This design comes from an exercise in tuning for small area on the open sky130 flow, not from production work. The RTL was checked by simulation tests, not by an equivalence proof against the original design.

==> flow/design.v (outline; a module is shown in full before it is edited, if it fits) <==
// module complex_sinusoid_ddfs: 80 lines
// module ddfs_rom: 608 lines
// module ddfs_g: 39 lines
// module ddfs_poly: 435 lines
// module ddfs_fa: 3 lines
// module ddfs_ha: 3 lines
// module ddfs_han: 4 lines
module complex_sinusoid_ddfs#(parameter ROM_DEPTH = 2048, ROM_WIDTH = 16)
(
        input wire                           i_clk,
        input wire                           i_rst,
        input wire        [31:0]             i_freq_control,
        input wire        [1:0]              i_invert_out,
        output reg signed [ROM_WIDTH-1:0]    o_real,
        output reg signed [ROM_WIDTH-1:0]    o_imag
);
  // ...
==> flow/flow/run.sh <==
#!/bin/bash
# Layout flow: the standard flow (standard.sh, the ORFS make targets up to
# finish) with these changes:
#  - synthesis runs flow/synth.tcl, which sources synth_recipe.tcl unchanged but
#    has ABC map with flow/abc.script (area-oriented);
#  - the port buffers are sky130_fd_sc_hd__buf_1 cells;
#  - clock tree synthesis uses clkbuf_8 buffers and no dummy loads.
# make's full output goes to flow_make.log here; ORFS keeps each step's log
# under orfs/logs.
set -euo pipefail
export FLOW_SYNTH_TCL=$PWD/synth_recipe.tcl
export CUSTOM_ABC_SCRIPT=$PWD/flow/abc.script
bash standard.sh "SYNTH_SCRIPT=$PWD/flow/synth.tcl" \
  "BUFFER_PORTS_ARGS=-buffer_cell sky130_fd_sc_hd__buf_1" \
  "CTS_ARGS=-sink_clustering_enable -repair_clock_nets -buf_list sky130_fd_sc_hd__clkbuf_8 -dont_use_dummy_load" \
  finish > flow_make.log 2>&1
==> flow/flow/abc.script <==
strash
ifraig
dc2
dch -f
map -a
==> flow/flow/synth.tcl <==
# The standard flow's own synthesis script (synth_recipe.tcl, sourced unchanged), except
# that ABC maps every module with flow/abc.script (area-oriented) instead of
# ORFS's abc_area.script.
proc abc {args} {
  set i [lsearch -exact $args -script]
  lset args [expr { $i + 1 }] $::env(CUSTOM_ABC_SCRIPT)
  yosys abc {*}$args
}
source $::env(FLOW_SYNTH_TCL)
==> flow/standard.sh <==
#!/bin/bash
# synth_recipe.tcl (not shown) runs the flow's synth.tcl, then flattens the netlist and writes it again
# the make line also repeats each setting of config.mk as NAME=value (left out here)
make -C /OpenROAD-flow-scripts/flow DESIGN_CONFIG=/design/flow/config.mk WORK_HOME=/design/flow/orfs CLKGATE_MAP_FILE= SYNTH_SCRIPT=/design/flow/synth_recipe.tcl "${@:-finish}"
==> flow/config.mk <==
export PLATFORM = sky130hd
export DESIGN_NAME = complex_sinusoid_ddfs
export DESIGN_NICKNAME = complex_sinusoid_ddfs
export VERILOG_FILES = /design/flow/design.v
export SDC_FILE = /design/flow/constraint.sdc
export NUM_CORES = 4
export LEC_CHECK = 0
export ABC_AREA = 1
export CAP_MARGIN = 20
export CORE_MARGIN = 2
export CORE_UTILIZATION = 50
export CTS_BUF_LIST = sky130_fd_sc_hd__clkbuf_8
export GPL_TIMING_DRIVEN = 0
export PLACE_DENSITY = 0.65
export SLEW_MARGIN = 20
export SYNTH_HIERARCHICAL = 1
==> flow/constraint.sdc <==
create_clock -name core_clock -period 10.0 [get_ports {i_clk}]
set_input_delay 2.0000 -clock core_clock [delete_from_list [all_inputs] [get_ports {i_clk}]]
set_output_delay 2.0000 -clock core_clock [all_outputs]
set_load 0.01 [all_outputs]
==> flow_summary_export.csv, run 1 <==
group,metric,value,unit
outcome,status,"complete, no violations",
setup_path,worstPathRequired,10.23,ns
cells_and_area,top_regs,"accumulator x32, o_imag x16, o_real x16",
cts,cts_hold_buf,0,
cells_and_area,n_all_inverters,164,
routing,first_iter_violations,1400,
synth,synth-edff-count,0,
global_route,grt_pass1_wl,72.3,mm
synth,synth_fa_ha_area_frac,0.410,
timing,finalSetupViolations,0,
timing,finalCritPeriodShare,0.976,
floorplan,core-area,23500,sq um
timing,slew_viol_final,0,
global_route,top_usage_layer,"met2",
global_route,overflow,0,
synth,yosys-top-cells-area,"fa_1 36%, dfxtp_1 11%, nand2_1 10%",
setup_path,critPathLaunchType,"input port",
synth,seq_area_frac_synth,0.107,
cts,postCtsSetupBuffers,4,
place,dpl_worst_slack,-1.37,ns
setup_path,crit_path_end,"accumulator[31]",
setup_path,regToRegSetupSlack,0.32,ns
cts,cts_root_buf,"clkbuf_8",
global_route,grt_pass1_vias,12645,
cells_and_area,seq_area,1280,sq um
synth,synthXorXnorAreaFrac,0.0146,
cells_and_area,seq_area_frac,0.0945,
cells_and_area,clockNetworkAreaShare,0.00911,
worst_hold_path,holdPathEnd,"accumulator[0]",
cts,clock-sinks,64,
cts,clock_latency,0.35,ns
==> run 2: changes to the inputs <==
--- a/flow/config.mk
+++ b/flow/config.mk
@@ -8,9 +8,9 @@
 export ABC_AREA = 1
 export CAP_MARGIN = 20
 export CORE_MARGIN = 2
-export CORE_UTILIZATION = 50
+export CORE_UTILIZATION = 40
 export CTS_BUF_LIST = sky130_fd_sc_hd__clkbuf_8
 export GPL_TIMING_DRIVEN = 0
-export PLACE_DENSITY = 0.65
+export PLACE_DENSITY = 0.6
 export SLEW_MARGIN = 20
 export SYNTH_HIERARCHICAL = 1
==> flow_summary_export.csv, run 2 <==
group,metric,value,unit
synth,synth-edff-count,0,
floorplan,core-area,29600,sq um
setup_path,worstPathRequired,10.22,ns
floorplan,die_h,177,microns
setup_path,cp.arrival,9.95,ns
synth,syn_area_per_cell,7.81,sq um
synth,yosysTopAreaCell,"fa_1",
worst_hold_path,hold_start,"accumulator[0]",
place,routabilityCongestion,1.02,
timing,max_slew_margin,0.258,
global_route,grt_antenna_before_repair,0,
cells_and_area,nNetsFinal,1944,
timing,fin_crit,9.73,ns
synth,yosys_warnings,8,
timing,tightestPinTransition,1.10,ns
place,dpl_cell_area,13100,sq um
worst_hold_path,hold_class,"register to register",
synth,seq_area_frac_synth,0.107,
worst_hold_path,holdPathEnd,"accumulator[0]",
cts,clock-sinks,64,
routing,drc,0,
setup_path,rr_startpoint,"accumulator[30]",
global_route,grt_max_degree,45,
cts,cts_hold_buf,0,
cells_and_area,final_cell_mix,"328 x nand2_1, 205 x fa_1, 160 x nor2_1",
global_route,grt_pass1_wl,68.6,mm
timing,finClkSkew,0.0293,ns
synth,ys.flop_type,"dfxtp_1",
global_route,overflow,0,
setup_path,path_max_fanout,16,
cts,h-tree-depth,3,
synth,synthCells,1534,
place,dp_hpwl,34.6,mm
setup_path,critPathLaunchType,"register",
cells_and_area,regMostFlops,"accumulator",
timing,finalSetupViolations,0,
setup_path,timing.rr.end,"o_imag[11]",
floorplan,pin_count,68,
floorplan,die_area,31400,sq um
routing,ant_nets,0,
routing,wirelength,44.0,mm
setup_path,path_common_cell,"fa_1",
cells_and_area,top_regs,"accumulator x32, o_imag x16, o_real x16",
routing,routedWlPerCell,21.6,microns
cells_and_area,antennaDiodeCount,0,
cells_and_area,fillCellCount,2990,
routing,via_count,12145,
cells_and_area,final_common_cell,"nand2_1",
synth,ys_seq_elements,64,
cts,cts_buffer_depth,2,
synth,synthTopCellsByCount,"329 x nand2_1, 218 x fa_1, 172 x nor2_1, 164 x clkinv_1, 141 x a21oi_1",
timing,finalCritPeriodShare,0.973,
cts,cts_tree,"yes",
synth,syn_area,12000,sq um
timing,slew_viol_final,0,
routing,first_iter_violations,1412,
setup_path,crit_type,"register to register",
worst_hold_path,holdPathStages,3,
setup_path,critPathLaunch,"accumulator[30]",
global_route,track_usage,0.286,
cells_and_area,syn_to_final_growth,13.3,%
place,port_buffers,67,
cts,cts_made_buffers,9,
synth,yosys.cell_count.top_type,"nand2_1",
routing,drt-pass1-iter-count,6,
setup_path,end_kind,"register",
setup_path,max_stage_delay,0.54,ns
cells_and_area,layout-drive-gt1-share,0.102,
cts,clock_latency,0.37,ns
synth,async_flop_share,0,
setup_path,regToRegSetupSlack,0.27,ns
place,dpl_worst_slack,-1.49,ns
synth,yosys-top-cells-area,"fa_1 36%, dfxtp_1 11%, nand2_1 10%",
setup_path,crit_slowest_cell,"fa_1",
timing,hold_viol_final,0,
setup_path,r2r_cells,30,
cells_and_area,fin_area,13600,sq um
floorplan,die_w,177,microns
outcome,status,"complete, no violations",
floorplan,fp-row-count,63,
floorplan,start_util,0.406,
synth,synth_cell_types,36,
timing,setup_ws,0.272,ns
routing,viasPerCell,5.97,
synth,synth_top_area_frac,0.364,
cts,path_clk_slew,0.08,ns
cells_and_area,largest_reg_flops,32,
run,max_cap_violations,0,
cts,cts_root_buf,"clkbuf_8",
global_route,grt_pass1_vias,11925,
timing,fmax,103,MHz
-- run 2: how the worst max path moves through the flow --
| stage | end | slack (ns) | cells after the start |
|---|---|---|---|
| finish | o_imag[11] | 0.27 | 30 |
| global placement | o_real[11] | -3.99 | 28 |
| floorplan | o_real[11] | 0.05 | 28 |
| CTS | o_real[11] | 0.0003 | 32 |
| global route | o_imag[11] | -0.03 | 30 |
| detailed placement | o_real[11] | -1.49 | 30 |
-- run 2: critical path: cells and delay by family (launching register included) --
kind	cells	cell delay (ns)
buffers and inverters	4	0.78
XOR/XNOR	2	0.40
AND/OR/NAND/NOR	2	0.63
flip-flops	1	0.49
adder cells (fa/ha/maj)	13	5.19
AO/OA/AOI/OAI	9	2.05
-- run 2: stage by stage --
step | hold WS (ns) | cells | util | setup TNS, ns
CTS | 0.598 | 2027 | 0.452 | 0
global placement | 0.580 | 1997 | 0.432 | -76.56
floorplan | 0.557 | 1540 | - | 0
finish | 0.590 | 2034 | 0.460 | 0
detailed placement | 0.580 | 2013 | 0.444 | -15.55
global route | 0.674 | 2034 | 0.460 | -0.0414
-- run 2: per-module statistics from Yosys (local to each module, per instance) --
module                 copies in the design  area (sq um)  flops+latches
ddfs_ha                                   2          12.5              0
ddfs_g                                    1           250              0
complex_sinusoid_ddfs                     1          2200             64
ddfs_poly                                 2           711              0
ddfs_rom                                  2          1860              0
ddfs_fa                                 218          20.0              0
-- run 2: layer usage --
layer | up-vias | track usage | wire (microns) | share of wire
li1 | 5378 | - | - | -
met1 | 5875 | 0.400 | 18200 | 0.41
met2 | 751 | 0.437 | 19300 | 0.44
met3 | 141 | 0.0453 | 4500 | 0.10
met4 | 0 | 0.125 | 1940 | 0.044
met5 | - | 0 | 0 | 0
-- run 2: final cells by class --
class                   instances  area [sq um]  share of cell area
flip-flops and latches         64          1280              0.0946
plain buffers                  32           236              0.0174
clock buffers                   9           124             0.00912
repair buffers                 95           522              0.0384
inverters                     164           672              0.0495
well taps                     390           488              0.0359
multi-input cells            1280         10300               0.755
-- run 2: kinds of logic (layout without fill, tap and decap cells) --
| kind of cell | after synthesis | after routing | share of synthesized area |
|---|---|---|---|
| compound gates | 405 | 405 | 0.202 |
| xor+xnor | 20 | 20 | 0.0146 |
| fa+ha+maj | 262 | 262 | 0.410 |
| buf+inv | 196 | 300 | 0.0711 |
| flops | 64 | 64 | 0.107 |
| other cells | 3 | 9 | 0.000939 |
| simple gates | 584 | 584 | 0.194 |
-- run 2: timing repair --
item / CTS / global route
setup endpoints to repair: 24 / 14
gates cloned: 0 / 0
pin swaps: 3 / 4
setup buffers: 5 / 7
gates resized for setup: 34 / 49
==> run 3: changes to the inputs <==
--- a/flow/config.mk
+++ b/flow/config.mk
@@ -6,11 +6,11 @@
 export NUM_CORES = 4
 export LEC_CHECK = 0
 export ABC_AREA = 1
-export CAP_MARGIN = 20
+export CAP_MARGIN = 5
 export CORE_MARGIN = 2
 export CORE_UTILIZATION = 40
 export CTS_BUF_LIST = sky130_fd_sc_hd__clkbuf_8
 export GPL_TIMING_DRIVEN = 0
 export PLACE_DENSITY = 0.6
-export SLEW_MARGIN = 20
+export SLEW_MARGIN = 5
 export SYNTH_HIERARCHICAL = 1
==> flow_summary_export.csv, run 3 <==
group,metric,value,unit
routing,first_iter_violations,1390,
setup_path,path_common_cell,"fa_1",
floorplan,die_w,177,microns
global_route,grt_antenna_before_repair,0,
place,dpl_worst_slack,-1.87,ns
worst_hold_path,hold_class,"register to register",
timing,tightestPinTransition,1.35,ns
setup_path,cp.arrival,9.85,ns
synth,synthTopCellsByCount,"329 x nand2_1, 218 x fa_1, 172 x nor2_1, 164 x clkinv_1, 141 x a21oi_1",
cts,h-tree-depth,3,
cts,cts_made_buffers,9,
floorplan,start_util,0.406,
cts,clock_latency,0.36,ns
place,placed_cells,2009,
routing,viasPerCell,6.02,
synth,syn_area_per_cell,7.81,sq um
cells_and_area,top_regs,"accumulator x32, o_imag x16, o_real x16",
timing,finClkSkew,0.0239,ns
cells_and_area,final_cell_mix,"328 x nand2_1, 205 x fa_1, 160 x nor2_1",
timing,finalCritPeriodShare,0.964,
timing,finalSetupViolations,0,
routing,ant_nets,0,
cts,clock-sinks,64,
synth,synth_top_area_frac,0.364,
cells_and_area,final_util,0.460,
place,dp_hpwl,34.7,mm
synth,yosysTopAreaCell,"fa_1",
cells_and_area,antennaDiodeCount,0,
cts,cts_root_buf,"clkbuf_8",
routing,wirelength,44.3,mm
timing,max_slew_margin,0.101,
timing,fmax,104,MHz
cells_and_area,regMostFlops,"accumulator",
synth,yosys.cell_count.top_type,"nand2_1",
synth,async_flop_share,0,
timing,slew_viol_final,0,
cells_and_area,fin_cells,2028,
setup_path,crit_slowest_cell,"a311oi_1",
cells_and_area,final_common_cell,"nand2_1",
routing,routedWlPerCell,21.8,microns
routing,drc,0,
floorplan,core-area,29600,sq um
cells_and_area,largest_reg_flops,32,
setup_path,path_max_fanout,38,
run,max_cap_violations,0,
cts,path_clk_slew,0.07,ns
setup_path,crit_type,"register to register",
cts,cts_tree,"yes",
synth,synth-edff-count,0,
timing,hold_viol_final,0,
cts,cts_buffer_depth,2,
floorplan,pin_count,68,
place,port_buffers,67,
setup_path,critPathLaunchType,"register",
setup_path,end_kind,"register",
cells_and_area,nNetsFinal,1938,
setup_path,max_stage_delay,0.56,ns
cells_and_area,layout-drive-gt1-share,0.0958,
synth,seq_area_frac_synth,0.107,
synth,ys.flop_type,"dfxtp_1",
floorplan,fp-row-count,63,
timing,setup_ws,0.364,ns
cells_and_area,syn_to_final_growth,13.4,%
synth,yosys_warnings,8,
setup_path,worstPathRequired,10.22,ns
synth,syn_area,12000,sq um
global_route,grt_pass1_vias,11895,
synth,synth_cell_types,36,
synth,ys_seq_elements,64,
global_route,overflow,0,
place,routabilityCongestion,1.02,
floorplan,die_h,177,microns
global_route,track_usage,0.286,
synth,synthCells,1534,
global_route,grt_pass1_wl,68.4,mm
cts,cts_hold_buf,0,
timing,fin_crit,9.64,ns
synth,yosys-top-cells-area,"fa_1 36%, dfxtp_1 11%, nand2_1 10%",
routing,drt-pass1-iter-count,6,
routing,via_count,12203,
floorplan,die_area,31400,sq um
global_route,grt_max_degree,45,
outcome,status,"complete, no violations",
==> run 3: cell types whose count changed in the layout (fill, tap and decap cells not counted), sizes merged <==
cell	delta
buf	-6
clkinv	+1
inv	-1
==> run 3: logic make-up (layout without fill, tap and decap cells) <==
kind of cell	Yosys count	after routing	share of synthesized area
and+or+nand+nor	584	584	0.194
AOI/OAI and AO/OA	405	405	0.202
adders and majority gates	262	262	0.410
buffers and inverters	196	294	0.0711
DFF	64	64	0.107
xor gates and xnor gates	20	20	0.0146
other	3	9	0.000939
==> run 3: through the flow <==
stage          area (sq um)  hold slack, ns  setup TNS, ns
5_1_grt               13600           0.677       -0.00756
3_3_place_gp          12800           0.580         -76.56
6_report              13600           0.593              0
4_1_cts               13300           0.600              0
3_5_place_dp          13100           0.580         -22.86
2_1_floorplan         12000           0.557              0
==> run 3: path summary, 6_finish.rpt <==
kind,slack [ns],depth (start not counted),startpoint,to
max reg2reg,0.36,29,accumulator[30],o_imag[11]
min reg2reg,0.59,3,accumulator[0],accumulator[0]
max,0.36,29,accumulator[30],o_imag[11]
min,0.59,3,accumulator[0],accumulator[0]
==> run 3: cell type report <==
type	count	area, sq um
inverters	164	673
clock buffers	9	124
plain buffers	32	236
well taps	390	488
flip-flops and latches	64	1280
fillers	3016	16000
repair buffers	89	508
multi-input cells	1280	10300
==> run 3: per-layer routing <==
| metal | track usage | up-vias | wire (microns) |
|---|---|---|---|
| li1 | - | 5350 | - |
| met1 | 0.392 | 5929 | 18600 |
| met2 | 0.438 | 765 | 19200 |
| met3 | 0.0537 | 159 | 4440 |
| met4 | 0.129 | 0 | 2100 |
| met5 | 0 | - | 0 |
==> run 3: timing repair <==
action	CTS	global route
setup endpoints to repair	28	14
pin swaps	0	7
resized for setup	43	50
setup buffers	0	9
==> run 3: modules after synthesis, one instance, submodules excluded <==
module | copies in the design | cell area [sq um] | cells
complex_sinusoid_ddfs | 1 | 2200 | 256
ddfs_rom | 2 | 1860 | 358
ddfs_poly | 2 | 711 | 150
ddfs_g | 1 | 250 | 42
ddfs_fa | 218 | 20.0 | 1
ddfs_ha | 2 | 12.5 | 1
==> run 3: worst max-delay path, delay by kind of cell, from the launching register on <==
kind	cells	cell delay [ns]
AO/OA/AOI/OAI	6	1.56
XOR/XNOR	2	0.37
AND/OR/NAND/NOR	2	0.62
flip-flops	1	0.51
adder cells (fa/ha/maj)	12	4.89
buffers and inverters	7	1.49
==> run 4: changes to the inputs <==
--- a/flow/flow/run.sh
+++ b/flow/flow/run.sh
@@ -4,7 +4,9 @@
 #  - synthesis runs flow/synth.tcl, which sources synth_recipe.tcl unchanged but
 #    has ABC map with flow/abc.script (area-oriented);
 #  - the port buffers are sky130_fd_sc_hd__buf_1 cells;
-#  - clock tree synthesis uses clkbuf_8 buffers and no dummy loads.
+#  - clock tree synthesis uses clkbuf_8 buffers and no dummy loads;
+#  - after global routing, gates off the critical paths are downsized
+#    (RECOVER_POWER, repair_timing -recover_power).
 # make's full output goes to flow_make.log here; ORFS keeps each step's log
 # under orfs/logs.
 set -euo pipefail
@@ -13,4 +15,5 @@
 bash standard.sh "SYNTH_SCRIPT=$PWD/flow/synth.tcl" \
   "BUFFER_PORTS_ARGS=-buffer_cell sky130_fd_sc_hd__buf_1" \
   "CTS_ARGS=-sink_clustering_enable -repair_clock_nets -buf_list sky130_fd_sc_hd__clkbuf_8 -dont_use_dummy_load" \
+  "RECOVER_POWER=100" \
   finish > flow_make.log 2>&1
--- a/flow/config.mk
+++ b/flow/config.mk
@@ -6,11 +6,11 @@
 export NUM_CORES = 4
 export LEC_CHECK = 0
 export ABC_AREA = 1
-export CAP_MARGIN = 5
+export CAP_MARGIN = 20
 export CORE_MARGIN = 2
 export CORE_UTILIZATION = 40
 export CTS_BUF_LIST = sky130_fd_sc_hd__clkbuf_8
 export GPL_TIMING_DRIVEN = 0
 export PLACE_DENSITY = 0.6
-export SLEW_MARGIN = 5
+export SLEW_MARGIN = 20
 export SYNTH_HIERARCHICAL = 1
==> flow_summary_export.csv, run 4 <==
group,metric,value,unit
routing,ant_nets,0,
cts,path_clk_slew,0.08,ns
place,dpl_cell_area,13100,sq um
timing,finalCritPeriodShare,0.973,
routing,drc,0,
synth,syn_area,12000,sq um
floorplan,start_util,0.406,
cts,clock-sinks,64,
synth,yosys-top-cells-area,"fa_1 36%, dfxtp_1 11%, nand2_1 10%",
cts,cts_made_buffers,9,
cts,cts_root_buf,"clkbuf_8",
floorplan,die_area,31400,sq um
routing,via_count,12164,
cts,cts_hold_buf,0,
cells_and_area,regMostFlops,"accumulator",
worst_hold_path,holdPathStages,3,
cts,clock_latency,0.37,ns
global_route,overflow,0,
synth,async_flop_share,0,
synth,yosysTopAreaCell,"fa_1",
setup_path,cp.arrival,9.95,ns
setup_path,critPathLaunchType,"register",
synth,syn_area_per_cell,7.81,sq um
synth,synth-edff-count,0,
cells_and_area,fillCellCount,2990,
outcome,status,"complete, no violations",
floorplan,core-area,29600,sq um
timing,slew_viol_final,0,
setup_path,max_stage_delay,0.54,ns
synth,ys_seq_elements,64,
cts,h-tree-depth,3,
cells_and_area,largest_reg_flops,32,
floorplan,fp-row-count,63,
synth,yosys_warnings,8,
global_route,grt_max_degree,45,
cts,cts_buffer_depth,2,
setup_path,cp.buffers_inverters,4,
global_route,track_usage,0.286,
synth,synthTopCellsByCount,"329 x nand2_1, 218 x fa_1, 172 x nor2_1, 164 x clkinv_1, 141 x a21oi_1",
timing,hold_viol_final,0,
setup_path,r2r_cells,30,
global_route,grt_pass1_vias,11925,
synth,synth_cell_types,36,
setup_path,crit_type,"register to register",
routing,wirelength,44.0,mm
global_route,grt_antenna_before_repair,0,
setup_path,path_max_fanout,16,
synth,ys.flop_type,"dfxtp_1",
timing,max_slew_margin,0.232,
cells_and_area,layout-drive-gt1-share,0.102,
setup_path,worstPathRequired,10.22,ns
routing,viasPerCell,5.98,
cells_and_area,final_common_cell,"nand2_1",
floorplan,die_w,177,microns
floorplan,die_h,177,microns
timing,fmax,103,MHz
timing,finalSetupViolations,0,
setup_path,path_delay_family,"adder cells",
cells_and_area,syn_to_final_growth,13.3,%
timing,fin_crit,9.73,ns
timing,tightestPinTransition,1.15,ns
place,routabilityCongestion,1.02,
routing,routedWlPerCell,21.6,microns
synth,yosys.cell_count.top_type,"nand2_1",
place,port_buffers,67,
cells_and_area,top_regs,"accumulator x32, o_imag x16, o_real x16",
synth,synth_top_area_frac,0.364,
global_route,grt_pass1_wl,68.6,mm
routing,drt-pass1-iter-count,6,
place,dp_hpwl,34.6,mm
cells_and_area,final_cell_mix,"328 x nand2_1, 205 x fa_1, 160 x nor2_1",
cells_and_area,antennaDiodeCount,0,
cells_and_area,fin_area,13600,sq um
run,max_cap_violations,0,
setup_path,path_depth,30,
cts,cts_tree,"yes",
synth,seq_area_frac_synth,0.107,
setup_path,end_kind,"register",
cells_and_area,nNetsFinal,1944,
timing,finClkSkew,0.0293,ns
routing,first_iter_violations,1412,
synth,synthCells,1534,
worst_hold_path,hold_class,"register to register",
setup_path,crit_slowest_cell,"fa_1",
floorplan,pin_count,68,
setup_path,path_common_cell,"fa_1",
## run 4: path summary, 6_finish.rpt
path / from / end / slack (ns)
worst max register to register: accumulator[30] / o_imag[11] / 0.27
worst max-delay path: accumulator[30] / o_imag[11] / 0.27
worst min register to register: accumulator[0] / accumulator[0] / 0.59
worst min-delay path: accumulator[0] / accumulator[0] / 0.59
## run 4: per-stage QoR
step / util / setup slack [ns] / instances / hold WS, ns / TNS (ns)
after floorplan: - / 0.0519 / 1540 / 0.557 / 0
after global placement: 0.432 / -3.99 / 1997 / 0.580 / -76.56
after detailed placement: 0.444 / -1.49 / 2013 / 0.580 / -15.55
after CTS: 0.452 / 0.000343 / 2027 / 0.598 / 0
after global routing: 0.460 / -0.0305 / 2034 / 0.674 / -0.0426
final: 0.460 / 0.268 / 2034 / 0.590 / 0
## run 4: cell families after synthesis
kind of cell	synth area share
compound gates	0.202
xor+xnor	0.0146
buf+inv	0.0711
simple gates	0.194
flops	0.107
fa+ha+maj	0.410
other cells	0.000939
## run 4: timing repair
action                     4_1_cts  5_1_grt
cloned                           0        0
setup endpoints to repair       24       14
resized for setup               34       49
setup buffers                    5        7
pin swaps                        3        4
## run 4: worst reg2reg max path, delay by kind of cell, from the launching register on
family                   cells  cell delay [ns]
AND/OR/NAND/NOR              2             0.64
adder cells (fa/ha/maj)     13             5.19
buffers and inverters        4             0.78
XOR/XNOR                     2             0.41
AO/OA/AOI/OAI                9             2.05
flip-flops                   1             0.49
## run 4: final cells by class
class                           instances  area, sq um  area share
Buffer                                 32          236      0.0174
Clock buffer                            9          124     0.00912
Multi-Input combinational cell       1280        10300       0.755
Timing Repair Buffer                   95          520      0.0383
Sequential cell                        64         1280      0.0946
Inverter                              164          672      0.0495
Tap cell                              390          488      0.0359
## run 4: per-layer routing
| metal | vias up | share of wire | wire (microns) | global-route usage |
|---|---|---|---|---|
| li1 | 5378 | - | - | - |
| met1 | 5885 | 0.42 | 18300 | 0.400 |
| met2 | 752 | 0.44 | 19300 | 0.437 |
| met3 | 149 | 0.10 | 4430 | 0.0453 |
| met4 | 0 | 0.045 | 1980 | 0.125 |
| met5 | - | 0 | 0 | 0 |
## run 4: per-module statistics from Yosys (local to each module, per instance)
module,flip-flops and latches,times used,cells
ddfs_g,0,1,42
ddfs_ha,0,2,1
ddfs_fa,0,218,1
complex_sinusoid_ddfs,64,1,256
ddfs_poly,0,2,150
ddfs_rom,0,2,358
==> module complex_sinusoid_ddfs, before the edit <==
module complex_sinusoid_ddfs#(parameter ROM_DEPTH = 2048, ROM_WIDTH = 16)
(
        input wire                           i_clk,
        input wire                           i_rst,
        input wire        [31:0]             i_freq_control,
        input wire        [1:0]              i_invert_out,
        output reg signed [ROM_WIDTH-1:0]    o_real,
        output reg signed [ROM_WIDTH-1:0]    o_imag
);
    reg  [31:0] accumulator;
    wire [31:0] acc_s0, acc_c;
    ddfs_ha u_acc0 (.a(accumulator[0]), .b(i_freq_control[0]), .s(acc_s0[0]), .co(acc_c[0]));
    ddfs_fa u_acc1 (.a(accumulator[1]), .b(i_freq_control[1]), .c(acc_c[0]), .s(acc_s0[1]), .co(acc_c[1]));
    ddfs_fa u_acc2 (.a(accumulator[2]), .b(i_freq_control[2]), .c(acc_c[1]), .s(acc_s0[2]), .co(acc_c[2]));
    ddfs_fa u_acc3 (.a(accumulator[3]), .b(i_freq_control[3]), .c(acc_c[2]), .s(acc_s0[3]), .co(acc_c[3]));
    ddfs_fa u_acc4 (.a(accumulator[4]), .b(i_freq_control[4]), .c(acc_c[3]), .s(acc_s0[4]), .co(acc_c[4]));
    ddfs_fa u_acc5 (.a(accumulator[5]), .b(i_freq_control[5]), .c(acc_c[4]), .s(acc_s0[5]), .co(acc_c[5]));
    ddfs_fa u_acc6 (.a(accumulator[6]), .b(i_freq_control[6]), .c(acc_c[5]), .s(acc_s0[6]), .co(acc_c[6]));
    ddfs_fa u_acc7 (.a(accumulator[7]), .b(i_freq_control[7]), .c(acc_c[6]), .s(acc_s0[7]), .co(acc_c[7]));
    ddfs_fa u_acc8 (.a(accumulator[8]), .b(i_freq_control[8]), .c(acc_c[7]), .s(acc_s0[8]), .co(acc_c[8]));
    ddfs_fa u_acc9 (.a(accumulator[9]), .b(i_freq_control[9]), .c(acc_c[8]), .s(acc_s0[9]), .co(acc_c[9]));
    ddfs_fa u_acc10 (.a(accumulator[10]), .b(i_freq_control[10]), .c(acc_c[9]), .s(acc_s0[10]), .co(acc_c[10]));
    ddfs_fa u_acc11 (.a(accumulator[11]), .b(i_freq_control[11]), .c(acc_c[10]), .s(acc_s0[11]), .co(acc_c[11]));
    ddfs_fa u_acc12 (.a(accumulator[12]), .b(i_freq_control[12]), .c(acc_c[11]), .s(acc_s0[12]), .co(acc_c[12]));
    ddfs_fa u_acc13 (.a(accumulator[13]), .b(i_freq_control[13]), .c(acc_c[12]), .s(acc_s0[13]), .co(acc_c[13]));
    ddfs_fa u_acc14 (.a(accumulator[14]), .b(i_freq_control[14]), .c(acc_c[13]), .s(acc_s0[14]), .co(acc_c[14]));
    ddfs_fa u_acc15 (.a(accumulator[15]), .b(i_freq_control[15]), .c(acc_c[14]), .s(acc_s0[15]), .co(acc_c[15]));
    ddfs_ha u_acc16 (.a(accumulator[16]), .b(i_freq_control[16]), .s(acc_s0[16]), .co(acc_c[16]));
    ddfs_fa u_acc17 (.a(accumulator[17]), .b(i_freq_control[17]), .c(acc_c[16]), .s(acc_s0[17]), .co(acc_c[17]));
    ddfs_fa u_acc18 (.a(accumulator[18]), .b(i_freq_control[18]), .c(acc_c[17]), .s(acc_s0[18]), .co(acc_c[18]));
    ddfs_fa u_acc19 (.a(accumulator[19]), .b(i_freq_control[19]), .c(acc_c[18]), .s(acc_s0[19]), .co(acc_c[19]));
    ddfs_fa u_acc20 (.a(accumulator[20]), .b(i_freq_control[20]), .c(acc_c[19]), .s(acc_s0[20]), .co(acc_c[20]));
    ddfs_fa u_acc21 (.a(accumulator[21]), .b(i_freq_control[21]), .c(acc_c[20]), .s(acc_s0[21]), .co(acc_c[21]));
    ddfs_fa u_acc22 (.a(accumulator[22]), .b(i_freq_control[22]), .c(acc_c[21]), .s(acc_s0[22]), .co(acc_c[22]));
    ddfs_fa u_acc23 (.a(accumulator[23]), .b(i_freq_control[23]), .c(acc_c[22]), .s(acc_s0[23]), .co(acc_c[23]));
    ddfs_fa u_acc24 (.a(accumulator[24]), .b(i_freq_control[24]), .c(acc_c[23]), .s(acc_s0[24]), .co(acc_c[24]));
    ddfs_fa u_acc25 (.a(accumulator[25]), .b(i_freq_control[25]), .c(acc_c[24]), .s(acc_s0[25]), .co(acc_c[25]));
    ddfs_fa u_acc26 (.a(accumulator[26]), .b(i_freq_control[26]), .c(acc_c[25]), .s(acc_s0[26]), .co(acc_c[26]));
    ddfs_fa u_acc27 (.a(accumulator[27]), .b(i_freq_control[27]), .c(acc_c[26]), .s(acc_s0[27]), .co(acc_c[27]));
    ddfs_fa u_acc28 (.a(accumulator[28]), .b(i_freq_control[28]), .c(acc_c[27]), .s(acc_s0[28]), .co(acc_c[28]));
    ddfs_fa u_acc29 (.a(accumulator[29]), .b(i_freq_control[29]), .c(acc_c[28]), .s(acc_s0[29]), .co(acc_c[29]));
    ddfs_fa u_acc30 (.a(accumulator[30]), .b(i_freq_control[30]), .c(acc_c[29]), .s(acc_s0[30]), .co(acc_c[30]));
    ddfs_fa u_acc31 (.a(accumulator[31]), .b(i_freq_control[31]), .c(acc_c[30]), .s(acc_s0[31]), .co(acc_c[31]));
    wire [31:16] acc_run;             
    assign acc_run[16] = 1'b1;
    genvar gi;
    generate
        for (gi = 16 + 1; gi < 32; gi = gi + 1) begin : g_run
            assign acc_run[gi] = acc_run[gi-1] & acc_s0[gi-1];
        end
    endgenerate
    wire [31:0] acc_sum = {acc_s0[31:16] ^ ({32-16{acc_c[15]}} & acc_run), acc_s0[15:0]};
    wire [10:0] sin_addr = accumulator[29:19] ^ {11{accumulator[30]}};
    wire [10:0] cos_addr = ~sin_addr;
    wire [7:0]  g;                     
    ddfs_g u_g (.t(sin_addr[4:0]), .g(g));
    wire sin_neg = accumulator[31] ^ i_invert_out[0];
    wire cos_neg = accumulator[31] ^ accumulator[30] ^ i_invert_out[1];
    wire [19:0] s_c0n, c_c0n;
    wire [11:0] s_c1, c_c1;
    wire [4:0]  s_c2, c_c2;
    ddfs_rom u_rom_s (.s(sin_addr[10:5]), .c0n(s_c0n), .c1(s_c1), .c2(s_c2));
    ddfs_rom u_rom_c (.s(cos_addr[10:5]), .c0n(c_c0n), .c1(c_c1), .c2(c_c2));
    wire [14:0] sin_v_n, cos_v_n;
    ddfs_poly u_poly_s (.c0n(s_c0n), .c1(s_c1), .c2(s_c2), .t(sin_addr[4:0]), .g(g), .neg(sin_neg), .v_n(sin_v_n));
    ddfs_poly u_poly_c (.c0n(c_c0n), .c1(c_c1), .c2(c_c2), .t(cos_addr[4:0]), .g(g), .neg(cos_neg), .v_n(cos_v_n));
    wire [15:0] sin_out = {sin_neg & (|sin_addr), sin_v_n ^ {15{~sin_neg}}};
    wire [15:0] cos_out = {cos_neg & (|cos_addr), cos_v_n ^ {15{~cos_neg}}};
    always @(posedge i_clk) begin
        if (i_rst) begin
            o_real <= 0;
            o_imag <= 0;
            accumulator <= 0;
        end else begin
            accumulator <= acc_sum;
            o_real <= cos_out;
            o_imag <= sin_out;
        end
    end
endmodule
==> run 5: changes to the inputs <==
--- a/flow/design.v
+++ b/flow/design.v
@@ -9,39 +9,40 @@
         output reg signed [ROM_WIDTH-1:0]    o_imag
 );
     reg  [31:0] accumulator;
+    wire [31:0] phase = {accumulator[31:30], accumulator[29:19] ^ {11{accumulator[30]}}, accumulator[18:0]};
     wire [31:0] acc_s0, acc_c;
-    ddfs_ha u_acc0 (.a(accumulator[0]), .b(i_freq_control[0]), .s(acc_s0[0]), .co(acc_c[0]));
-    ddfs_fa u_acc1 (.a(accumulator[1]), .b(i_freq_control[1]), .c(acc_c[0]), .s(acc_s0[1]), .co(acc_c[1]));
-    ddfs_fa u_acc2 (.a(accumulator[2]), .b(i_freq_control[2]), .c(acc_c[1]), .s(acc_s0[2]), .co(acc_c[2]));
-    ddfs_fa u_acc3 (.a(accumulator[3]), .b(i_freq_control[3]), .c(acc_c[2]), .s(acc_s0[3]), .co(acc_c[3]));
-    ddfs_fa u_acc4 (.a(accumulator[4]), .b(i_freq_control[4]), .c(acc_c[3]), .s(acc_s0[4]), .co(acc_c[4]));
-    ddfs_fa u_acc5 (.a(accumulator[5]), .b(i_freq_control[5]), .c(acc_c[4]), .s(acc_s0[5]), .co(acc_c[5]));
-    ddfs_fa u_acc6 (.a(accumulator[6]), .b(i_freq_control[6]), .c(acc_c[5]), .s(acc_s0[6]), .co(acc_c[6]));
-    ddfs_fa u_acc7 (.a(accumulator[7]), .b(i_freq_control[7]), .c(acc_c[6]), .s(acc_s0[7]), .co(acc_c[7]));
-    ddfs_fa u_acc8 (.a(accumulator[8]), .b(i_freq_control[8]), .c(acc_c[7]), .s(acc_s0[8]), .co(acc_c[8]));
-    ddfs_fa u_acc9 (.a(accumulator[9]), .b(i_freq_control[9]), .c(acc_c[8]), .s(acc_s0[9]), .co(acc_c[9]));
-    ddfs_fa u_acc10 (.a(accumulator[10]), .b(i_freq_control[10]), .c(acc_c[9]), .s(acc_s0[10]), .co(acc_c[10]));
-    ddfs_fa u_acc11 (.a(accumulator[11]), .b(i_freq_control[11]), .c(acc_c[10]), .s(acc_s0[11]), .co(acc_c[11]));
-    ddfs_fa u_acc12 (.a(accumulator[12]), .b(i_freq_control[12]), .c(acc_c[11]), .s(acc_s0[12]), .co(acc_c[12]));
-    ddfs_fa u_acc13 (.a(accumulator[13]), .b(i_freq_control[13]), .c(acc_c[12]), .s(acc_s0[13]), .co(acc_c[13]));
-    ddfs_fa u_acc14 (.a(accumulator[14]), .b(i_freq_control[14]), .c(acc_c[13]), .s(acc_s0[14]), .co(acc_c[14]));
-    ddfs_fa u_acc15 (.a(accumulator[15]), .b(i_freq_control[15]), .c(acc_c[14]), .s(acc_s0[15]), .co(acc_c[15]));
-    ddfs_ha u_acc16 (.a(accumulator[16]), .b(i_freq_control[16]), .s(acc_s0[16]), .co(acc_c[16]));
-    ddfs_fa u_acc17 (.a(accumulator[17]), .b(i_freq_control[17]), .c(acc_c[16]), .s(acc_s0[17]), .co(acc_c[17]));
-    ddfs_fa u_acc18 (.a(accumulator[18]), .b(i_freq_control[18]), .c(acc_c[17]), .s(acc_s0[18]), .co(acc_c[18]));
-    ddfs_fa u_acc19 (.a(accumulator[19]), .b(i_freq_control[19]), .c(acc_c[18]), .s(acc_s0[19]), .co(acc_c[19]));
-    ddfs_fa u_acc20 (.a(accumulator[20]), .b(i_freq_control[20]), .c(acc_c[19]), .s(acc_s0[20]), .co(acc_c[20]));
-    ddfs_fa u_acc21 (.a(accumulator[21]), .b(i_freq_control[21]), .c(acc_c[20]), .s(acc_s0[21]), .co(acc_c[21]));
-    ddfs_fa u_acc22 (.a(accumulator[22]), .b(i_freq_control[22]), .c(acc_c[21]), .s(acc_s0[22]), .co(acc_c[22]));
-    ddfs_fa u_acc23 (.a(accumulator[23]), .b(i_freq_control[23]), .c(acc_c[22]), .s(acc_s0[23]), .co(acc_c[23]));
-    ddfs_fa u_acc24 (.a(accumulator[24]), .b(i_freq_control[24]), .c(acc_c[23]), .s(acc_s0[24]), .co(acc_c[24]));
-    ddfs_fa u_acc25 (.a(accumulator[25]), .b(i_freq_control[25]), .c(acc_c[24]), .s(acc_s0[25]), .co(acc_c[25]));
-    ddfs_fa u_acc26 (.a(accumulator[26]), .b(i_freq_control[26]), .c(acc_c[25]), .s(acc_s0[26]), .co(acc_c[26]));
-    ddfs_fa u_acc27 (.a(accumulator[27]), .b(i_freq_control[27]), .c(acc_c[26]), .s(acc_s0[27]), .co(acc_c[27]));
-    ddfs_fa u_acc28 (.a(accumulator[28]), .b(i_freq_control[28]), .c(acc_c[27]), .s(acc_s0[28]), .co(acc_c[28]));
-    ddfs_fa u_acc29 (.a(accumulator[29]), .b(i_freq_control[29]), .c(acc_c[28]), .s(acc_s0[29]), .co(acc_c[29]));
-    ddfs_fa u_acc30 (.a(accumulator[30]), .b(i_freq_control[30]), .c(acc_c[29]), .s(acc_s0[30]), .co(acc_c[30]));
-    ddfs_fa u_acc31 (.a(accumulator[31]), .b(i_freq_control[31]), .c(acc_c[30]), .s(acc_s0[31]), .co(acc_c[31]));
+    ddfs_ha u_acc0 (.a(phase[0]), .b(i_freq_control[0]), .s(acc_s0[0]), .co(acc_c[0]));
+    ddfs_fa u_acc1 (.a(phase[1]), .b(i_freq_control[1]), .c(acc_c[0]), .s(acc_s0[1]), .co(acc_c[1]));
+    ddfs_fa u_acc2 (.a(phase[2]), .b(i_freq_control[2]), .c(acc_c[1]), .s(acc_s0[2]), .co(acc_c[2]));
+    ddfs_fa u_acc3 (.a(phase[3]), .b(i_freq_control[3]), .c(acc_c[2]), .s(acc_s0[3]), .co(acc_c[3]));
+    ddfs_fa u_acc4 (.a(phase[4]), .b(i_freq_control[4]), .c(acc_c[3]), .s(acc_s0[4]), .co(acc_c[4]));
+    ddfs_fa u_acc5 (.a(phase[5]), .b(i_freq_control[5]), .c(acc_c[4]), .s(acc_s0[5]), .co(acc_c[5]));
+    ddfs_fa u_acc6 (.a(phase[6]), .b(i_freq_control[6]), .c(acc_c[5]), .s(acc_s0[6]), .co(acc_c[6]));
+    ddfs_fa u_acc7 (.a(phase[7]), .b(i_freq_control[7]), .c(acc_c[6]), .s(acc_s0[7]), .co(acc_c[7]));
+    ddfs_fa u_acc8 (.a(phase[8]), .b(i_freq_control[8]), .c(acc_c[7]), .s(acc_s0[8]), .co(acc_c[8]));
+    ddfs_fa u_acc9 (.a(phase[9]), .b(i_freq_control[9]), .c(acc_c[8]), .s(acc_s0[9]), .co(acc_c[9]));
+    ddfs_fa u_acc10 (.a(phase[10]), .b(i_freq_control[10]), .c(acc_c[9]), .s(acc_s0[10]), .co(acc_c[10]));
+    ddfs_fa u_acc11 (.a(phase[11]), .b(i_freq_control[11]), .c(acc_c[10]), .s(acc_s0[11]), .co(acc_c[11]));
+    ddfs_fa u_acc12 (.a(phase[12]), .b(i_freq_control[12]), .c(acc_c[11]), .s(acc_s0[12]), .co(acc_c[12]));
+    ddfs_fa u_acc13 (.a(phase[13]), .b(i_freq_control[13]), .c(acc_c[12]), .s(acc_s0[13]), .co(acc_c[13]));
+    ddfs_fa u_acc14 (.a(phase[14]), .b(i_freq_control[14]), .c(acc_c[13]), .s(acc_s0[14]), .co(acc_c[14]));
+    ddfs_fa u_acc15 (.a(phase[15]), .b(i_freq_control[15]), .c(acc_c[14]), .s(acc_s0[15]), .co(acc_c[15]));
+    ddfs_ha u_acc16 (.a(phase[16]), .b(i_freq_control[16]), .s(acc_s0[16]), .co(acc_c[16]));
+    ddfs_fa u_acc17 (.a(phase[17]), .b(i_freq_control[17]), .c(acc_c[16]), .s(acc_s0[17]), .co(acc_c[17]));
+    ddfs_fa u_acc18 (.a(phase[18]), .b(i_freq_control[18]), .c(acc_c[17]), .s(acc_s0[18]), .co(acc_c[18]));
+    ddfs_fa u_acc19 (.a(phase[19]), .b(i_freq_control[19]), .c(acc_c[18]), .s(acc_s0[19]), .co(acc_c[19]));
+    ddfs_fa u_acc20 (.a(phase[20]), .b(i_freq_control[20]), .c(acc_c[19]), .s(acc_s0[20]), .co(acc_c[20]));
+    ddfs_fa u_acc21 (.a(phase[21]), .b(i_freq_control[21]), .c(acc_c[20]), .s(acc_s0[21]), .co(acc_c[21]));
+    ddfs_fa u_acc22 (.a(phase[22]), .b(i_freq_control[22]), .c(acc_c[21]), .s(acc_s0[22]), .co(acc_c[22]));
+    ddfs_fa u_acc23 (.a(phase[23]), .b(i_freq_control[23]), .c(acc_c[22]), .s(acc_s0[23]), .co(acc_c[23]));
+    ddfs_fa u_acc24 (.a(phase[24]), .b(i_freq_control[24]), .c(acc_c[23]), .s(acc_s0[24]), .co(acc_c[24]));
+    ddfs_fa u_acc25 (.a(phase[25]), .b(i_freq_control[25]), .c(acc_c[24]), .s(acc_s0[25]), .co(acc_c[25]));
+    ddfs_fa u_acc26 (.a(phase[26]), .b(i_freq_control[26]), .c(acc_c[25]), .s(acc_s0[26]), .co(acc_c[26]));
+    ddfs_fa u_acc27 (.a(phase[27]), .b(i_freq_control[27]), .c(acc_c[26]), .s(acc_s0[27]), .co(acc_c[27]));
+    ddfs_fa u_acc28 (.a(phase[28]), .b(i_freq_control[28]), .c(acc_c[27]), .s(acc_s0[28]), .co(acc_c[28]));
+    ddfs_fa u_acc29 (.a(phase[29]), .b(i_freq_control[29]), .c(acc_c[28]), .s(acc_s0[29]), .co(acc_c[29]));
+    ddfs_fa u_acc30 (.a(phase[30]), .b(i_freq_control[30]), .c(acc_c[29]), .s(acc_s0[30]), .co(acc_c[30]));
+    ddfs_fa u_acc31 (.a(phase[31]), .b(i_freq_control[31]), .c(acc_c[30]), .s(acc_s0[31]), .co(acc_c[31]));
     wire [31:16] acc_run;             
     assign acc_run[16] = 1'b1;
     genvar gi;
@@ -51,7 +52,7 @@
         end
     endgenerate
     wire [31:0] acc_sum = {acc_s0[31:16] ^ ({32-16{acc_c[15]}} & acc_run), acc_s0[15:0]};
-    wire [10:0] sin_addr = accumulator[29:19] ^ {11{accumulator[30]}};
+    wire [10:0] sin_addr = accumulator[29:19];
     wire [10:0] cos_addr = ~sin_addr;
     wire [7:0]  g;                     
     ddfs_g u_g (.t(sin_addr[4:0]), .g(g));
@@ -73,7 +74,7 @@
             o_imag <= 0;
             accumulator <= 0;
         end else begin
-            accumulator <= acc_sum;
+            accumulator <= {acc_sum[31:30], acc_sum[29:19] ^ {11{acc_sum[30]}}, acc_sum[18:0]};
             o_real <= cos_out;
             o_imag <= sin_out;
         end
==> flow/flow/run.sh (replaced) <==
#!/bin/bash
# Layout flow: the standard flow (standard.sh, the ORFS make targets up to
# finish) with these changes:
#  - synthesis runs flow/synth.tcl, which sources synth_recipe.tcl unchanged but
#    has ABC map with flow/abc.script (area-oriented);
#  - the port buffers are sky130_fd_sc_hd__buf_1 cells;
#  - clock tree synthesis uses clkbuf_8 buffers and no dummy loads.
# make's full output goes to flow_make.log here; ORFS keeps each step's log
# under orfs/logs.
set -euo pipefail
export FLOW_SYNTH_TCL=$PWD/synth_recipe.tcl
export CUSTOM_ABC_SCRIPT=$PWD/flow/abc.script
bash standard.sh "SYNTH_SCRIPT=$PWD/flow/synth.tcl" \
  "BUFFER_PORTS_ARGS=-buffer_cell sky130_fd_sc_hd__buf_1" \
  "CTS_ARGS=-sink_clustering_enable -repair_clock_nets -buf_list sky130_fd_sc_hd__clkbuf_8 -dont_use_dummy_load" \
  finish > flow_make.log 2>&1
==> flow_summary_export.csv, run 5 <==
group,metric,value,unit
outcome,status,"complete, no violations",
floorplan,fp-row-count,63,
synth,seq_area_frac_synth,0.106,
routing,drc,0,
place,placed_cells,2020,
cells_and_area,layout-drive-gt1-share,0.0652,
place,port_buffers,67,
global_route,track_usage,0.281,
floorplan,die_w,178,microns
cells_and_area,final_cell_mix,"322 x nand2_1, 214 x fa_1, 176 x nor2_1",
floorplan,die_area,31600,sq um
timing,slew_viol_final,0,
timing,fmax,103,MHz
synth,synth-edff-count,0,
cts,cts_made_buffers,9,
cts,cts_buffer_depth,2,
cts,clock-sinks,64,
setup_path,worstPathRequired,10.21,ns
cells_and_area,regMostFlops,"accumulator",
global_route,grt_max_degree,44,
routing,viasPerCell,5.96,
cells_and_area,fin_cells,2032,
routing,wirelength,43.9,mm
synth,synth_top_area_frac,0.362,
cells_and_area,largest_reg_flops,32,
cts,cts_tree,"yes",
cells_and_area,syn_to_final_growth,9.61,%
synth,synthCells,1550,
routing,drt-pass1-iter-count,6,
timing,fin_crit,9.67,ns
cells_and_area,nNetsFinal,1942,
place,routabilityCongestion,1.07,
setup_path,end_kind,"register",
run,max_cap_violations,0,
setup_path,critPathLaunchType,"register",
setup_path,max_stage_delay,0.76,ns
timing,max_slew_margin,0.193,
cts,clock_latency,0.35,ns
setup_path,path_common_cell,"fa_1",
synth,yosysTopAreaCell,"fa_1",
floorplan,pin_count,68,
setup_path,crit_slowest_cell,"dfxtp_2",
cells_and_area,antennaDiodeCount,0,
synth,yosys_warnings,8,
global_route,grt_pass1_vias,11866,
worst_hold_path,hold_class,"register to register",
synth,synthTopCellsByCount,"323 x nand2_1, 218 x fa_1, 179 x nor2_1, 163 x clkinv_1, 154 x a21oi_1",
synth,ys_seq_elements,64,
routing,ant_nets,0,
setup_path,crit_type,"register to register",
place,dp_hpwl,34.0,mm
synth,async_flop_share,0,
routing,via_count,12104,
floorplan,start_util,0.406,
cells_and_area,final_util,0.445,
routing,first_iter_violations,1571,
synth,syn_area,12100,sq um
timing,tightestPinTransition,1.21,ns
global_route,grt_antenna_before_repair,1,
timing,finalSetupViolations,0,
floorplan,core-area,29700,sq um
floorplan,die_h,178,microns
cts,h-tree-depth,3,
cells_and_area,final_common_cell,"nand2_1",
timing,finClkSkew,0.0312,ns
setup_path,cp.arrival,9.88,ns
timing,finalCritPeriodShare,0.967,
timing,rsz0062_at_grt,"false",
cts,path_clk_slew,0.06,ns
synth,yosys.cell_count.top_type,"nand2_1",
synth,synth_cell_types,38,
synth,yosys-top-cells-area,"fa_1 36%, dfxtp_1 11%, nand2_1 10%",
synth,ys.flop_type,"dfxtp_1",
synth,syn_area_per_cell,7.79,sq um
cells_and_area,top_regs,"accumulator x32, o_imag x16, o_real x16",
timing,hold_viol_final,0,
global_route,grt_pass1_wl,67.9,mm
global_route,overflow,0,
routing,routedWlPerCell,21.6,microns
cts,cts_root_buf,"clkbuf_8",
setup_path,path_max_fanout,23,
-- run 5: cell count changes after synthesis, sizes merged, moves of 2 or more --
cell    delta
a21oi     +13
nand2      -6
nor3       +2
a211oi     +2
a211o      -2
nand4      -2
a221oi     +2
nor2       +7
a311oi     -2
-- run 5: final timing paths --
check	startpoint	to	slack, ns	depth (start not counted)
min reg2reg	accumulator[0]	accumulator[0]	0.59	3
max	accumulator[29]	o_imag[11]	0.33	27
max reg2reg	accumulator[29]	o_imag[11]	0.33	27
min	accumulator[0]	accumulator[0]	0.59	3
-- run 5: metrics by stage --
stage | worst slack [ns] | hold WS (ns) | TNS, ns | instance area, sq um
2_1_floorplan | 0.139 | 0.557 | 0 | 12100
3_3_place_gp | -2.06 | 0.568 | -36.70 | 12800
3_5_place_dp | -0.778 | 0.584 | -10.59 | 12900
4_1_cts | 0.0328 | 0.596 | 0 | 13100
5_1_grt | 0.0000551 | 0.689 | 0 | 13200
6_report | 0.332 | 0.593 | 0 | 13200
-- run 5: final cells by class --
class	instances	area [sq um]
inverters	163	657
repair inverters	1	5.00
clock buffers	9	124
well taps	390	488
multi-input cells	1297	10100
flip-flops and latches	64	1290
repair buffers	76	340
plain buffers	32	236
fillers	3017	16500
-- run 5: what timing repair did --
action / in CTS / in global routing
resized for setup: 16 / 34
buffers inserted: 0 / 0
hold buffers: 0 / 0
pin swaps: 0 / 1
gates cloned: 0 / 1
setup endpoints to repair: 21 / 19
-- run 5: logic make-up (layout without fill, tap and decap cells) --
logic type,after synthesis,count (layout),share of synthesized area
flip-flops,64,64,0.106
XOR/XNOR,22,22,0.0160
buffers and inverters,195,281,0.0703
AO/OA/AOI/OAI,417,417,0.205
other,3,9,0.000933
AND/OR/NAND/NOR,587,587,0.194
adder cells (fa/ha/maj),262,262,0.407
-- run 5: worst max-delay path, delay by kind of cell (launching register included) --
family                     cells  cell delay, ns
DFF                            1            0.76
adders and majority gates     12            4.90
and+or+nand+nor                2            0.59
buffers and inverters          5            1.55
AOI/OAI and AO/OA              7            1.64
xor gates and xnor gates       1            0.06
-- run 5: modules after synthesis, one instance, submodules excluded --
| module | area (sq um) | cells inside |
|---|---|---|
| ddfs_rom | 1860 | 358 |
| complex_sinusoid_ddfs | 2290 | 272 |
| ddfs_poly | 707 | 150 |
| ddfs_g | 250 | 42 |
| ddfs_fa | 20.0 | 1 |
| ddfs_ha | 12.5 | 1 |
-- run 5: routing by layer --
layer | vias up | share of wire | GRT usage
li1 | 5426 | - | -
met1 | 5777 | 0.43 | 0.398
met2 | 748 | 0.43 | 0.424
met3 | 153 | 0.10 | 0.0501
met4 | 0 | 0.040 | 0.113
met5 | - | 0 | 0

==> re-timing with driven ports <==
The results above use ideal ports. As a check the final layouts listed here were re-extracted and re-timed, cells and wires unchanged. Step 1 assumes that a clkbuf_16 drives the clock port and a buf_2 every other input. Step 2 also shifts input and output timing later by t, the mid clock arrival at the registers, as if the neighbouring blocks saw the same clock. a / b / c = ideal / step 1 / step 2; a / b = the first two.
run	shift t [ns]	setup WS [ns]	hold slack, ns
run 1	0.379	0.238 / 0.257 / -0.122	0.596 / 0.596 / 0.596
run 2	0.391	0.272 / 0.272 / 0.122	0.590 / 0.590 / 0.590
run 3	0.386	0.364 / 0.364 / 0.098	0.593 / 0.593 / 0.593
run 4	0.391	0.268 / 0.268 / 0.121	0.590 / 0.590 / 0.590
run 5	0.379	0.332 / 0.332 / 0.012	0.593 / 0.593 / 0.593
Met with ideal ports but missed after step 2: setup timing in run 1. For run 1, which loses most, drivers alone change the setup slack by +0.019 ns; drivers and shift together by -0.360 ns.
